Source: an optimization exercise on an open RTL-to-GDS flow (aim: small area, a short achievable clock period and few clock cycles). Production flows keep margins and buffers that such runs may drop. Only simulation tests tie the RTL to the original design; equivalence was not proved. Power figures rest on the tool's default switching activity, not on a simulated workload.

==> flow/design.v, too long to show whole: its modules and the start of the top module <==
// module dot8: 911 lines
// module csa_fa: 4 lines
// module csa_ha: 4 lines
// module sel3: 3 lines
// module matrix_mult: 93 lines
module matrix_mult #(parameter DW = 8, m = 8, n = 8)(
    input clk,
    input reset,
    input [DW-1:0] data_in,
    input start,
    output [2*DW-1:0] data_out,
    output reg done
);
  // ...
==> flow/run.sh <==
#!/bin/bash
# synth_recipe.tcl (not shown) runs the flow's synth.tcl, then flattens the netlist and writes it again
# the make line also repeats each setting of config.mk as NAME=value (left out here)
make -C /OpenROAD-flow-scripts/flow DESIGN_CONFIG=/design/flow/config.mk WORK_HOME=/design/flow/orfs CLKGATE_MAP_FILE= SYNTH_SCRIPT=/design/flow/synth_recipe.tcl finish
==> flow/config.mk <==
export PLATFORM = sky130hd
export DESIGN_NAME = matrix_mult
export DESIGN_NICKNAME = matrix_mult
export VERILOG_FILES = /design/flow/design.v
export SDC_FILE = /design/flow/constraint.sdc
export NUM_CORES = 4
export LEC_CHECK = 0
export CAP_MARGIN = 20
export CORE_MARGIN = 2
export CORE_UTILIZATION = 65
export CTS_BUF_LIST = sky130_fd_sc_hd__clkbuf_16
export CTS_CLUSTER_DIAMETER = 80
export CTS_CLUSTER_SIZE = 30
export PLACE_DENSITY = 0.75
export SETUP_SLACK_MARGIN = 5
export SLEW_MARGIN = 20
export SYNTH_HIERARCHICAL = 1
export SYNTH_MINIMUM_KEEP_SIZE = 0
==> flow/constraint.sdc <==
create_clock -name core_clock -period 8.0 [get_ports {clk}]
set_input_delay 1.6000 -clock core_clock [delete_from_list [all_inputs] [get_ports {clk}]]
set_output_delay 1.6000 -clock core_clock [all_outputs]
set_load 0.01 [all_outputs]
==> results.ini, run 1 <==
[final_layout]
syn2layout_area_growth_pct = 7.82
final_cell_mix = dfxtp_1 (1216), fa_1 (274), a222oi_1 (256), edfxtp_1 (100), inv_1 (89)
fin_nets = 2676
drive_above_1_share = 0.0894
nFillCells = 3579
buffer_area_frac = 0.00670
n_all_inverters = 74

[power]
p_int_mw = 8.48
p_leak_nw = 14.9
power_mw = 10.9
power_clock_mw = 3.36
pg_seq_mw = 7.41
clkPwrFrac = 0.309
top_power_group = registers

[yosys]
yosys.area_share.adder = 0.155
synthTopCellsByArea = dfxtp_1 (63%), fa_1 (15%), edfxtp_1 (7.8%)
synth_ff_type = dfxtp_1
synth-async-reset-ratio = 0
yosysMostFrequentCell = dfxtp_1
synth_top_family_by_area = adder cells

[sta]
rsz0062_at_grt = yes
finalSetupViolCount = 0
holdWs_ps = 318
worst_pin_slew_ps = 987
max_freq_mhz = 332
hold_viol = 0

[min_path]
worstHoldStart = bl[58][1]

[routing]
route.detailed.drc = 0
highest_layer = met5
drt-met1-wl_um = 36500
wl_per_cell_um = 28.7

[clock_tree]
cts_tree = yes
post_cts_resized = 40

[die]
fp.dieW_um = 248
initial_core_util = 0.656

[global_routing]
grt.overflow.total = 0
top_usage_layer = met2

[outcome]
status = finished clean

[setup_path]
regToRegEndpoint = u_dot.st1[5]

[placed_design]
hpwl_um = 65700

Testbench counts, summed over its fixed seeds: cycles 6,056.
==> run 2: changes to the inputs <==
--- a/flow/config.mk
+++ b/flow/config.mk
@@ -7,11 +7,11 @@
 export LEC_CHECK = 0
 export CAP_MARGIN = 20
 export CORE_MARGIN = 2
-export CORE_UTILIZATION = 65
+export CORE_UTILIZATION = 70
 export CTS_BUF_LIST = sky130_fd_sc_hd__clkbuf_16
 export CTS_CLUSTER_DIAMETER = 80
 export CTS_CLUSTER_SIZE = 30
-export PLACE_DENSITY = 0.75
+export PLACE_DENSITY = 0.8
 export SETUP_SLACK_MARGIN = 5
 export SLEW_MARGIN = 20
 export SYNTH_HIERARCHICAL = 1
==> run 2 against run 1 <==
Against the previous run:
- sequential share of layout area rose by 0.22 points
- non-clock buffer count rose by 9
- final cell count fell by 2.1%
- power fell by 0.36%
- sequential power barely moved
- wire length rose by 11%
- register-to-register slack got worse by 160 ps
- core utilization rose by 5.0 points
- clock power fell by 2%
- clock-buffer cell count fell by 3
- combinational power rose by 9%
- largest power group unchanged
==> results.ini, run 2 <==
[setup_path]
regToRegEndpoint = u_dot.st1[23]  ; was u_dot.st1[5]
r2r_start = arowp[13]  ; was bl[40][1]
start_kind = flip-flop  ; unchanged
cp.arrival_ps = 3690  ; was 3570 ps
cp_num_buf_inv = 0  ; unchanged
reg2reg_depth = 4  ; was 5
crit_path_top_delay_cell = a222oi_1  ; was nor2b_1
crit_path_cell_trace = a222oi_1 -> fa_1 -> fa_2 -> fa_1  ; was nor2b_1 -> a222oi_1 -> fa_1 -> fa_1 -> fa_1
critPathMostFrequentCell = fa_1  ; unchanged
max_stage_delay_ps = 970  ; was 680 ps
critPathTopFamily = adder cells  ; unchanged
required_ps = 8520  ; was 8550 ps
critical_path_class = flip-flop to flip-flop  ; unchanged
worstPathMaxFanout = 8  ; unchanged
r2r_slack_ps = 4830  ; was 4990 ps
critPathCaptureType = flip-flop  ; unchanged

[min_path]
worstHoldStart = bl[38][2]  ; was bl[58][1]
hp-class = flip-flop to flip-flop  ; unchanged
hold-path-endpoint = bl[39][2]  ; was bl[59][1]
hold_depth = 0  ; unchanged

[yosys]
synth_cell_types = 53  ; unchanged
ys_ff_latch = 1318  ; unchanged
synth_warnings = 14  ; unchanged
synthTopCellsByArea = dfxtp_1 (63%), fa_1 (15%), edfxtp_1 (7.8%)  ; unchanged
synthesis.area_mm2 = 0.0386  ; unchanged
netlist_instances = 2285  ; unchanged
syn_nets = 2606  ; unchanged
synthTopCellsByCount = dfxtp_1 (1218), fa_1 (280), a222oi_1 (256), edfxtp_1 (100), inv_1 (74)  ; unchanged
avgSynthCellArea_um2 = 16.9  ; unchanged
yosysSeqAreaShare = 0.709  ; unchanged
synth_top_area_share = 0.631  ; unchanged
synth_ff_type = dfxtp_1  ; unchanged
synth-async-reset-ratio = 0  ; unchanged
yosysMostFrequentCell = dfxtp_1  ; unchanged
synth_edf_count = 100  ; unchanged
yosys.area.top_type = dfxtp_1  ; unchanged

[routing]
route.detailed.drc = 0  ; unchanged
ant_nets = 0  ; unchanged
wl_per_cell_um = 32.6  ; was 28.7 um
drt_iter0_drc = 4339  ; was 3984
routed_wl_um = 101000  ; was 90700 um
viasPerCell = 6.54  ; was 6.19
drt_first_pass_iters = 17  ; was 12
via_count = 20200  ; was 19500

[sta]
period_share = 0.397  ; was 0.377
rsz0062_at_grt = yes  ; unchanged
max_freq_mhz = 315  ; was 332 MHz
finalSetupViolCount = 0  ; unchanged
final_period_minus_worst_setup_slack_ps = 3170  ; was 3010 ps
drv_slew = 0  ; unchanged
fin_tns_setup_ps = 0  ; unchanged
slew_headroom = 0.278  ; was 0.342
hold_viol = 0  ; unchanged
worst_pin_slew_ps = 1080  ; was 987 ps
skew_ps = 56.2  ; was 49.9 ps

[clock_tree]
cts_buffers = 53  ; was 55
htreeDepth = 2  ; unchanged
cts.sinks = 1318  ; unchanged
cts_buffer_depth = 3  ; unchanged
clk_latency_ps = 670  ; about the same
cts_hold_buf = 0  ; unchanged
root_buffer = clkbuf_16  ; unchanged
cts_tree = yes  ; unchanged
clkTransAtPathRegs_ps = 110  ; about the same

[die]
die_area_mm2 = 0.0571  ; was 0.0614 mm^2
fp.dieW_um = 239  ; was 248 um
rows = 86  ; was 89
fp.coreArea_mm2 = 0.0549  ; was 0.0589 mm^2
initial_core_util = 0.704  ; was 0.656
die-height_um = 239  ; was 248 um
pin_count = 28  ; unchanged

[final_layout]
final_util = 0.757  ; was 0.707
final_common_cell = dfxtp_1  ; unchanged
syn2layout_area_growth_pct = 7.49  ; was 7.82%
final_cell_mix = dfxtp_1 (1210), fa_1 (278), a222oi_1 (256), edfxtp_1 (100), inv_1 (86)  ; was dfxtp_1 (1216), fa_1 (274), a222oi_1 (256), edfxtp_1 (100), inv_1 (89)
design_area_mm2 = 0.0415  ; was 0.0417 mm^2
reg_top3 = ar (512), bl (512), u_dot.st1 (107)  ; unchanged
drive_above_1_share = 0.0956  ; was 0.0894
fin_nets = 2683  ; was 2676

[global_routing]
grt_pass1_vias = 21100  ; was 19900
grt_usage = 0.362  ; was 0.301
grt_pass1_wl_um = 146000  ; was 133000 um
grt_start_max_net_pins = 52  ; was 64
grt.overflow.total = 0  ; unchanged
antenna_found_initial = 3  ; was 2

[outcome]
status = finished clean  ; unchanged

[power]
peakVddDrop_v = 0.000266  ; was 0.000347 V
power_density_mw_per_mm2 = 261  ; about the same
p_leak_nw = 14.9  ; about the same

[placed_design]
dpl_cell_area_mm2 = 0.0397  ; was 0.0398 mm^2
routabilityCongestion = 1.02  ; about the same
hpwl_um = 71300  ; was 65700 um
port_buffers = 27  ; unchanged

[run]
max_cap_viol_count = 0  ; unchanged

-- run 2: cell counts after synthesis --
No cell type changed its count.
-- run 2: per-module statistics from Yosys, one instance, submodules excluded --
| module | cells inside | flip-flops and latches | cell area, um^2 |
|---|---|---|---|
| matrix_mult | 1325 | 1163 | 25700 |
| csa_fa | 1 | 0 | 20.0 |
| sel3 | 1 | 0 | 10.0 |
| csa_ha | 1 | 0 | 12.5 |
| dot8 | 428 | 155 | 4870 |
-- run 2: layout make-up --
type	instances	area [um^2]
clock inverters	26	262
fillers	2939	13400
repair buffers	40	347
diodes	1	2.50
clock buffers	53	1330
flip-flops and latches	1318	27400
inverters	74	278
multi-input cells	875	11000
well taps	704	881
-- run 2: what timing repair did --
item                                    CTS  global route
resized for setup                        50            39
pin swaps                                 6            22
endpoints found under the setup margin   32            36
buffers inserted                          1             9
-- run 2: kinds of logic (layout without fill, tap and decap cells) --
group	count (synthesis)	count (layout)	share of synthesized area
compound gates	295	295	0.0737
xor+xnor	26	26	0.00589
fa+ha+maj	310	310	0.155
buf+inv	92	193	0.00965
flops	1318	1318	0.709
mux	73	73	0.0213
other cells	0	1	0
simple gates	171	171	0.0258
-- run 2: where the power goes --
part | leakage (nW) | internal (mW) | total, mW | switching [mW]
clock | 0.810 | 1.26 | 3.28 | 2.02
combinational | 3.14 | 0.0525 | 0.122 | 0.0696
sequential | 10.9 | 7.10 | 7.44 | 0.342
-- run 2: layer usage --
metal / share of wire / up-vias / GRT usage
met5: 0 / - / 0
met4: 0.065 / 0 / 0.181
met3: 0.099 / 358 / 0.0814
met1: 0.36 / 10100 / 0.461
met2: 0.47 / 1436 / 0.590
li1: - / 8312 / -
-- run 2: per-stage QoR --
stage | total power [mW] | hold WS, ps | setup WS [ps] | std cells
floorplan | 7.47 | 310 | 5070 | 2285
global placement | 7.62 | 310 | 4750 | 3001
detailed placement | 7.67 | 312 | 4780 | 3001
CTS | 10.8 | 296 | 4920 | 3081
global route | 11.1 | 299 | 4930 | 3090
finish | 10.8 | 302 | 4830 | 3091
-- run 2: how the worst max path moves through the flow --
stage                    from            end  slack [ps]  cells past startpoint
finish              arowp[13]  u_dot.st1[23]        4830                      4
global route        bl[16][4]  u_dot.st1[23]        4930                      5
CTS                 bl[24][4]  u_dot.st1[23]        4920                      5
detailed placement  bl[24][4]  u_dot.st1[23]        4780                      5
global placement    bl[24][4]  u_dot.st1[23]        4750                      5
floorplan            load_row        arow[0]        5070                      0
-- run 2: worst reg2reg max path, stage by stage (launching register included) --
cell      delay (ps)
edfxtp_1         600
a222oi_1         970
fa_1             610
fa_2             370
fa_1             480
==> run 3: changes to the inputs <==
--- a/flow/config.mk
+++ b/flow/config.mk
@@ -7,11 +7,11 @@
 export LEC_CHECK = 0
 export CAP_MARGIN = 20
 export CORE_MARGIN = 2
-export CORE_UTILIZATION = 70
-export CTS_BUF_LIST = sky130_fd_sc_hd__clkbuf_16
+export CORE_UTILIZATION = 65
+export CTS_BUF_LIST = sky130_fd_sc_hd__clkbuf_8 sky130_fd_sc_hd__clkbuf_16
 export CTS_CLUSTER_DIAMETER = 80
 export CTS_CLUSTER_SIZE = 30
-export PLACE_DENSITY = 0.8
+export PLACE_DENSITY = 0.75
 export SETUP_SLACK_MARGIN = 5
 export SLEW_MARGIN = 20
 export SYNTH_HIERARCHICAL = 1
==> run 3 against run 2 <==
Against the previous run:
- still clean on timing, DRC and antenna
- core utilization decreased by 5.0 points
- hold slack improved by 16 ps
- power increased by 0.36%
- register-to-register slack improved by 160 ps
- combinational power decreased by 8%
- synthesized area unchanged
- first-iteration DRC count decreased by 8.2%
- die area increased by 7.6%
- global-route usage decreased by 6.1 points
- clock skew decreased by 6.3 ps
- final cell count increased by 2.2%
==> results.ini, run 3 <==
[yosys]
avgSynthCellArea_um2 = 16.9  ; unchanged
synth-compound-area-share = 0.0737  ; unchanged
synthesis.area_mm2 = 0.0386  ; unchanged
synth_cell_types = 53  ; unchanged
synth_edf_count = 100  ; unchanged
synthXorXnorAreaFrac = 0.00589  ; unchanged
ys_ff_latch = 1318  ; unchanged
synth_ff_type = dfxtp_1  ; unchanged
yosysSeqAreaShare = 0.709  ; unchanged
synth_top_area_share = 0.631  ; unchanged
yosys.area_share.adder = 0.155  ; unchanged
synthTopCellsByArea = dfxtp_1 (63%), fa_1 (15%), edfxtp_1 (7.8%)  ; unchanged
yosysMostFrequentCell = dfxtp_1  ; unchanged
synth-simple-area-share = 0.0258  ; unchanged
synthTopCellsByCount = dfxtp_1 (1218), fa_1 (280), a222oi_1 (256), edfxtp_1 (100), inv_1 (74)  ; unchanged
netlist_instances = 2285  ; unchanged
muxShareOfSynthArea = 0.0213  ; unchanged
yosys.area.top_type = dfxtp_1  ; unchanged
synth_warnings = 14  ; unchanged
syn_nets = 2606  ; unchanged
synth_top_family_by_area = adder cells  ; unchanged
synth-async-reset-ratio = 0  ; unchanged

[routing]
drt_first_pass_iters = 12  ; was 17
route.detailed.drc = 0  ; unchanged
drt_iter0_drc = 3984  ; was 4339
via_count = 19500  ; was 20200
ant_nets = 0  ; unchanged
wl_per_cell_um = 28.7  ; was 32.6 um
viasPerCell = 6.19  ; was 6.54
routed_wl_um = 90700  ; was 101000 um

[clock_tree]
clk_latency_ps = 670  ; about the same
root_buffer = clkbuf_16  ; unchanged
clkTransAtPathRegs_ps = 110  ; about the same
cts_buffers = 55  ; was 53
cts_tree = yes  ; unchanged
cts_buffer_depth = 3  ; unchanged
htreeDepth = 2  ; unchanged
cts_hold_buf = 0  ; unchanged
cts.sinks = 1318  ; unchanged

[sta]
skew_ps = 49.9  ; was 56.2 ps
setup_ws_ps = 4990  ; was 4830 ps
holdWs_ps = 318  ; was 302 ps
final_period_minus_worst_setup_slack_ps = 3010  ; was 3170 ps
fin_tns_setup_ps = 0  ; unchanged
slew_headroom = 0.342  ; was 0.278
max_freq_mhz = 332  ; was 315 MHz
drv_slew = 0  ; unchanged
worst_pin_slew_ps = 987  ; was 1080 ps
rsz0062_at_grt = yes  ; unchanged
period_share = 0.377  ; was 0.397
finalSetupViolCount = 0  ; unchanged
hold_viol = 0  ; unchanged

[final_layout]
final_common_cell = dfxtp_1  ; unchanged
final_util = 0.707  ; was 0.757
drive_above_1_share = 0.0894  ; was 0.0956
final_cells = 3158  ; was 3091
final_cell_mix = dfxtp_1 (1216), fa_1 (274), a222oi_1 (256), edfxtp_1 (100), inv_1 (89)  ; was dfxtp_1 (1210), fa_1 (278), a222oi_1 (256), edfxtp_1 (100), inv_1 (86)
nFillCells = 3579  ; was 2939
fin_nets = 2676  ; was 2683
reg_top3 = ar (512), bl (512), u_dot.st1 (107)  ; unchanged
syn2layout_area_growth_pct = 7.82  ; was 7.49%
design_area_mm2 = 0.0417  ; was 0.0415 mm^2

[outcome]
status = finished clean  ; unchanged

[global_routing]
grt_start_max_net_pins = 64  ; was 52
grt_pass1_vias = 19900  ; was 21100
top_usage_layer = met2  ; unchanged
grt.overflow.total = 0  ; unchanged
met2_usage = 0.484  ; was 0.590
grtUsageMet3 = 0.0731  ; was 0.0814
grtUsageMet1 = 0.408  ; was 0.461
antenna_found_initial = 2  ; was 3
grt_pass1_wl_um = 133000  ; was 146000 um
grt_usage = 0.301  ; was 0.362

[power]
peakVddDrop_v = 0.000347  ; was 0.000266 V
power_density_mw_per_mm2 = 261  ; about the same
power_mw = 10.9  ; was 10.8 mW
p_leak_nw = 14.9  ; about the same

[placed_design]
place_inst = 3068  ; was 3001
port_buffers = 27  ; unchanged
hpwl_um = 65700  ; was 71300 um
routabilityCongestion = 1.02  ; about the same
place_ws_ps = 4880  ; was 4780 ps
dpl_cell_area_mm2 = 0.0398  ; was 0.0397 mm^2

[setup_path]
worstPathMaxFanout = 8  ; unchanged
start_kind = flip-flop  ; unchanged
required_ps = 8550  ; was 8520 ps
critPathCaptureType = flip-flop  ; unchanged
critical_path_class = flip-flop to flip-flop  ; unchanged
cp.arrival_ps = 3570  ; was 3690 ps

[run]
max_cap_viol_count = 0  ; unchanged

[die]
fp.dieW_um = 248  ; was 239 um
rows = 89  ; was 86
die-height_um = 248  ; was 239 um
die_area_mm2 = 0.0614  ; was 0.0571 mm^2
fp.coreArea_mm2 = 0.0589  ; was 0.0549 mm^2
initial_core_util = 0.656  ; was 0.704
pin_count = 28  ; unchanged

[min_path]
hp-class = flip-flop to flip-flop  ; unchanged

run 3: cell counts after synthesis:
Identical to the previous run, type by type.
run 3: kinds of logic after synthesis:
| family | after synthesis |
|---|---|
| and+or+nand+nor | 171 |
| buffers and inverters | 92 |
| AOI/OAI and AO/OA | 295 |
| adders and majority gates | 310 |
| muxes | 73 |
| DFF | 1318 |
| xor gates and xnor gates | 26 |
run 3: modules after synthesis, one instance, submodules excluded:
module       cells  copies in the design
dot8           428                     1
csa_fa           1                   272
matrix_mult   1325                     1
sel3             1                   256
csa_ha           1                     4
run 3: critical path, stage by stage (launching register included):
cell,delay (ps)
dfxtp_1,470
nor2b_1,680
a222oi_1,260
fa_1,500
fa_1,560
fa_1,440
run 3: what timing repair did:
| action | 4_1_cts | 5_1_grt |
|---|---|---|
| setup buffers | 0 | 3 |
| resized for setup | 40 | 34 |
| pin swaps | 3 | 15 |
| setup endpoints to repair | 52 | 36 |
| hold endpoints to repair | 0 | 0 |
run 3: worst paths after layout:
path                  start            to  slack (ps)  cells past startpoint
setup / recovery  bl[40][1]  u_dot.st1[5]        4990                      5
hold / removal    bl[58][1]     bl[59][1]         320                      0
setup reg to reg  bl[40][1]  u_dot.st1[5]        4990                      5
hold reg to reg   bl[58][1]     bl[59][1]         320                      0
run 3: final cells by class:
type | instances | area [um^2] | share of cell area
timing repair buffer | 31 | 279 | 0.00670
sequential | 1318 | 27400 | 0.658
inverter | 74 | 278 | 0.00667
clock inverter | 29 | 324 | 0.00778
multi-input combinational | 875 | 11000 | 0.264
antenna | 2 | 5.00 | 0.000120
tap | 773 | 967 | 0.0232
clock buffer | 56 | 1400 | 0.0336
run 3: power breakdown:
part	leakage, nW	total (mW)	internal [mW]	switching, mW
clock	0.884	3.36	1.34	2.02
sequential	10.9	7.41	7.10	0.315
combinational	3.10	0.112	0.0477	0.0647
total	14.9	10.9	8.48	2.40
run 3: routing by layer:
metal  part of all wire  vias up
met4              0.036        2
met5            0.00014        -
met1               0.40     9808
li1                   -     8309
met3              0.099      237
met2               0.46     1179
==> run 4: changes to the inputs <==
==> flow/flow/run.sh (new file) <==
#!/bin/bash
set -euo pipefail
sed 's/SETUP_SLACK_MARGIN=[0-9.]*/SETUP_SLACK_MARGIN=5.15/' standard.sh > standard_tight.sh
grep -q 'SETUP_SLACK_MARGIN=5.15' standard_tight.sh
bash standard_tight.sh > standard_tight.log 2>&1
==> flow/standard.sh (new file) <==
#!/bin/bash
# synth_recipe.tcl (not shown) runs the flow's synth.tcl, then flattens the netlist and writes it again
# the make line also repeats each setting of config.mk as NAME=value (left out here)
make -C /OpenROAD-flow-scripts/flow DESIGN_CONFIG=/design/flow/config.mk WORK_HOME=/design/flow/orfs CLKGATE_MAP_FILE= SYNTH_SCRIPT=/design/flow/synth_recipe.tcl "${@:-finish}"
--- a/flow/config.mk
+++ b/flow/config.mk
@@ -8,9 +8,9 @@
 export CAP_MARGIN = 20
 export CORE_MARGIN = 2
 export CORE_UTILIZATION = 65
-export CTS_BUF_LIST = sky130_fd_sc_hd__clkbuf_8 sky130_fd_sc_hd__clkbuf_16
+export CTS_BUF_LIST = sky130_fd_sc_hd__clkbuf_16
 export CTS_CLUSTER_DIAMETER = 80
-export CTS_CLUSTER_SIZE = 30
+export CTS_CLUSTER_SIZE = 25
 export PLACE_DENSITY = 0.75
 export SETUP_SLACK_MARGIN = 5
 export SLEW_MARGIN = 20
removed: flow/run.sh
==> run 4 against run 3 <==
Against the previous run:
- fmax down 2.6%
- cell area up 1.8%
- clock-buffer cell count up 5
- synthesized cell count unchanged
- die area unchanged
- critical path type unchanged
- highest routed layer unchanged
==> results.ini, run 4 <==
[die]
die_area_mm2 = 0.0614  ; unchanged
rows = 89  ; unchanged
pin_count = 28  ; unchanged
initial_core_util = 0.656  ; unchanged
fp.dieW_um = 248  ; unchanged
fp.coreArea_mm2 = 0.0589  ; unchanged
die-height_um = 248  ; unchanged

[routing]
viasPerCell = 6.25  ; was 6.19
drt_first_pass_iters = 15  ; was 12
route.detailed.drc = 0  ; unchanged
ant_nets = 0  ; unchanged
wl_per_cell_um = 31.1  ; was 28.7 um
drt_iter0_drc = 4089  ; was 3984
via_count = 20100  ; was 19500
routed_wl_um = 99700  ; was 90700 um

[sta]
setup_ws_ps = 4910  ; was 4990 ps
hold_viol = 0  ; unchanged
period_share = 0.386  ; was 0.377
final_period_minus_worst_setup_slack_ps = 3090  ; was 3010 ps
slew_headroom = 0.242  ; was 0.342
finalSetupViolCount = 0  ; unchanged
worst_pin_slew_ps = 1140  ; was 987 ps
drv_slew = 0  ; unchanged
rsz0062_at_grt = yes  ; unchanged
skew_ps = 74.4  ; was 49.9 ps
max_freq_mhz = 323  ; was 332 MHz
fin_tns_setup_ps = 0  ; unchanged

[setup_path]
worstPathMaxFanout = 5  ; was 8
max_stage_delay_ps = 970  ; was 680 ps
cp_num_buf_inv = 0  ; unchanged
r2r_slack_ps = 4910  ; was 4990 ps
required_ps = 8510  ; was 8550 ps
critPathCaptureType = flip-flop  ; unchanged
critPathMostFrequentCell = fa_1  ; unchanged
cp.arrival_ps = 3600  ; was 3570 ps
crit_path_top_delay_cell = a222oi_1  ; was nor2b_1
r2r_start = bl[32][6]  ; was bl[40][1]
crit_start = bl[32][6]  ; was bl[40][1]
critical_path_class = flip-flop to flip-flop  ; unchanged
start_kind = flip-flop  ; unchanged
critPathTopFamily = adder cells  ; unchanged
crit_path_cell_trace = nor2b_4 -> a222oi_1 -> fa_1 -> fa_2 -> fa_1  ; was nor2b_1 -> a222oi_1 -> fa_1 -> fa_1 -> fa_1

[power]
p_leak_nw = 15.2  ; was 14.9 nW
power_density_mw_per_mm2 = 259  ; was 261 mW/mm^2
peakVddDrop_v = 0.000315  ; was 0.000347 V
power_mw = 11.0  ; was 10.9 mW

[yosys]
ys_ff_latch = 1318  ; unchanged
yosysMostFrequentCell = dfxtp_1  ; unchanged
synthesis.area_mm2 = 0.0386  ; unchanged
synth_ff_type = dfxtp_1  ; unchanged
netlist_instances = 2285  ; unchanged
synth_edf_count = 100  ; unchanged
yosysSeqAreaShare = 0.709  ; unchanged
syn_nets = 2606  ; unchanged
synth_warnings = 14  ; unchanged
synth_cell_types = 53  ; unchanged
synth_top_area_share = 0.631  ; unchanged
synthTopCellsByCount = dfxtp_1 (1218), fa_1 (280), a222oi_1 (256), edfxtp_1 (100), inv_1 (74)  ; unchanged
synthTopCellsByArea = dfxtp_1 (63%), fa_1 (15%), edfxtp_1 (7.8%)  ; unchanged
avgSynthCellArea_um2 = 16.9  ; unchanged
synth-async-reset-ratio = 0  ; unchanged
yosys.area.top_type = dfxtp_1  ; unchanged

[outcome]
status = finished clean  ; unchanged

[placed_design]
place_ws_ps = 4880  ; about the same
routabilityCongestion = 1.09  ; was 1.02
hpwl_um = 69000  ; was 65700 um
place_inst = 3068  ; unchanged
port_buffers = 27  ; unchanged
dpl_cell_area_mm2 = 0.0398  ; unchanged

[final_layout]
nFillCells = 3434  ; was 3579
drive_above_1_share = 0.153  ; was 0.0894
design_area_mm2 = 0.0424  ; was 0.0417 mm^2
reg_top3 = ar (512), bl (512), u_dot.st1 (107)  ; unchanged
fin_nets = 2728  ; was 2676
final_cells = 3208  ; was 3158
multi_input_area_mm2 = 0.0114  ; was 0.0110 mm^2
regArea_mm2 = 0.0274  ; about the same
final_cell_mix = dfxtp_1 (1192), a222oi_1 (256), fa_1 (247), edfxtp_1 (100), inv_1 (88)  ; was dfxtp_1 (1216), fa_1 (274), a222oi_1 (256), edfxtp_1 (100), inv_1 (89)
final_common_cell = dfxtp_1  ; unchanged
syn2layout_area_growth_pct = 9.76  ; was 7.82%

[global_routing]
grt_usage = 0.327  ; was 0.301
grt_pass1_vias = 20800  ; was 19900
grt.overflow.total = 0  ; unchanged
grt_pass1_wl_um = 142000  ; was 133000 um
antenna_found_initial = 6  ; was 2
grt_start_max_net_pins = 71  ; was 64

[clock_tree]
root_buffer = clkbuf_16  ; unchanged
cts_buffers = 61  ; was 55
clk_latency_ps = 690  ; was 670 ps
htreeDepth = 2  ; unchanged
cts.sinks = 1318  ; unchanged
clkTransAtPathRegs_ps = 100  ; was 110 ps
cts_hold_buf = 0  ; unchanged
cts_buffer_depth = 3  ; unchanged
cts_tree = yes  ; unchanged

[min_path]
hp-class = flip-flop to flip-flop  ; unchanged
worstHoldStart = bl[10][2]  ; was bl[58][1]

[run]
max_cap_viol_count = 0  ; unchanged

## run 4: where the power goes
group          switching, mW  internal (mW)  total, mW  leakage (nW)
sequential             0.294           7.09       7.39          10.9
clock                   2.03           1.41       3.44         0.908
combinational          0.105         0.0716      0.176          3.35
total                   2.43           8.58       11.0          15.2
## run 4: layout make-up
cell class                      instances  area share
Sequential cell                      1318       0.647
Tap cell                              773      0.0228
Inverter                               74     0.00655
Timing Repair Buffer                   77      0.0139
Antenna cell                            3    0.000177
Clock inverter                         27     0.00516
Clock buffer                           61      0.0360
Multi-Input combinational cell        875       0.268
## run 4: Yosys stat by module (local to each module, per instance)
module	flip-flops and latches	times used
dot8	155	1
sel3	0	256
matrix_mult	1163	1
csa_ha	0	4
csa_fa	0	272
## run 4: final timing paths
kind | to | cells after the start
hold / removal | bl[11][2] | 0
hold reg to reg | bl[11][2] | 0
setup reg to reg | u_dot.st1[62] | 5
setup / recovery | u_dot.st1[62] | 5
## run 4: through the flow
step / utilization / hold slack (ps)
6_report: 0.720 / 323
3_5_place_dp: 0.675 / 312
3_3_place_gp: 0.675 / 309
2_1_floorplan: - / 310
4_1_cts: 0.713 / 325
5_1_grt: 0.720 / 324
## run 4: what timing repair did
action,in CTS,in global routing
setup endpoints to repair,70,60
gates resized for setup,172,100
pin swaps,69,71
setup buffers,24,25
## run 4: cell families after synthesis
kind of cell | count (synthesis) | synth area share
adder cells (fa/ha/maj) | 310 | 0.155
AO/OA/AOI/OAI | 295 | 0.0737
flip-flops | 1318 | 0.709
buffers and inverters | 92 | 0.00965
multiplexers | 73 | 0.0213
AND/OR/NAND/NOR | 171 | 0.0258
XOR/XNOR | 26 | 0.00589
## run 4: metal layers
| layer | up-vias | share of wire | track usage |
|---|---|---|---|
| met2 | 1234 | 0.47 | 0.532 |
| met4 | 4 | 0.048 | 0.125 |
| li1 | 8405 | - | - |
| met3 | 282 | 0.097 | 0.0856 |
| met1 | 10100 | 0.39 | 0.423 |
| met5 | - | 0.00027 | 0 |

[static timing again, ports no longer ideal]
Ports are ideal in the flow. The routed layouts listed here were re-timed in OpenROAD. Step 1, drivers: a clkbuf_16 drives clk and a buf_2 each remaining input, both assumed. Step 2 adds t to the input delays and takes it off the output delays; t is the mean of the earliest and latest rising clock arrival at the registers after step 1. Input paths then give back, and output paths get back, about the clock's delay inside the block. Slacks: ideal ports / drivers / drivers and shift; pairs: ideal ports / drivers.
run	shift t [ns]	slack for setup (ns)	hold slack, ns	worst setup path after step 2
run 1	0.708	4.988 / 4.988 / 4.931	0.318 / 0.318 / 0.318	input to register
run 2	0.713	4.827 / 4.827 / 4.827	0.302 / 0.302 / 0.302	register to register
run 3	0.708	4.988 / 4.988 / 4.931	0.318 / 0.318 / 0.318	input to register
run 4	0.720	4.908 / 4.908 / 4.866	0.323 / 0.323 / 0.323	input to register
After both steps setup and hold are still met in every run listed.
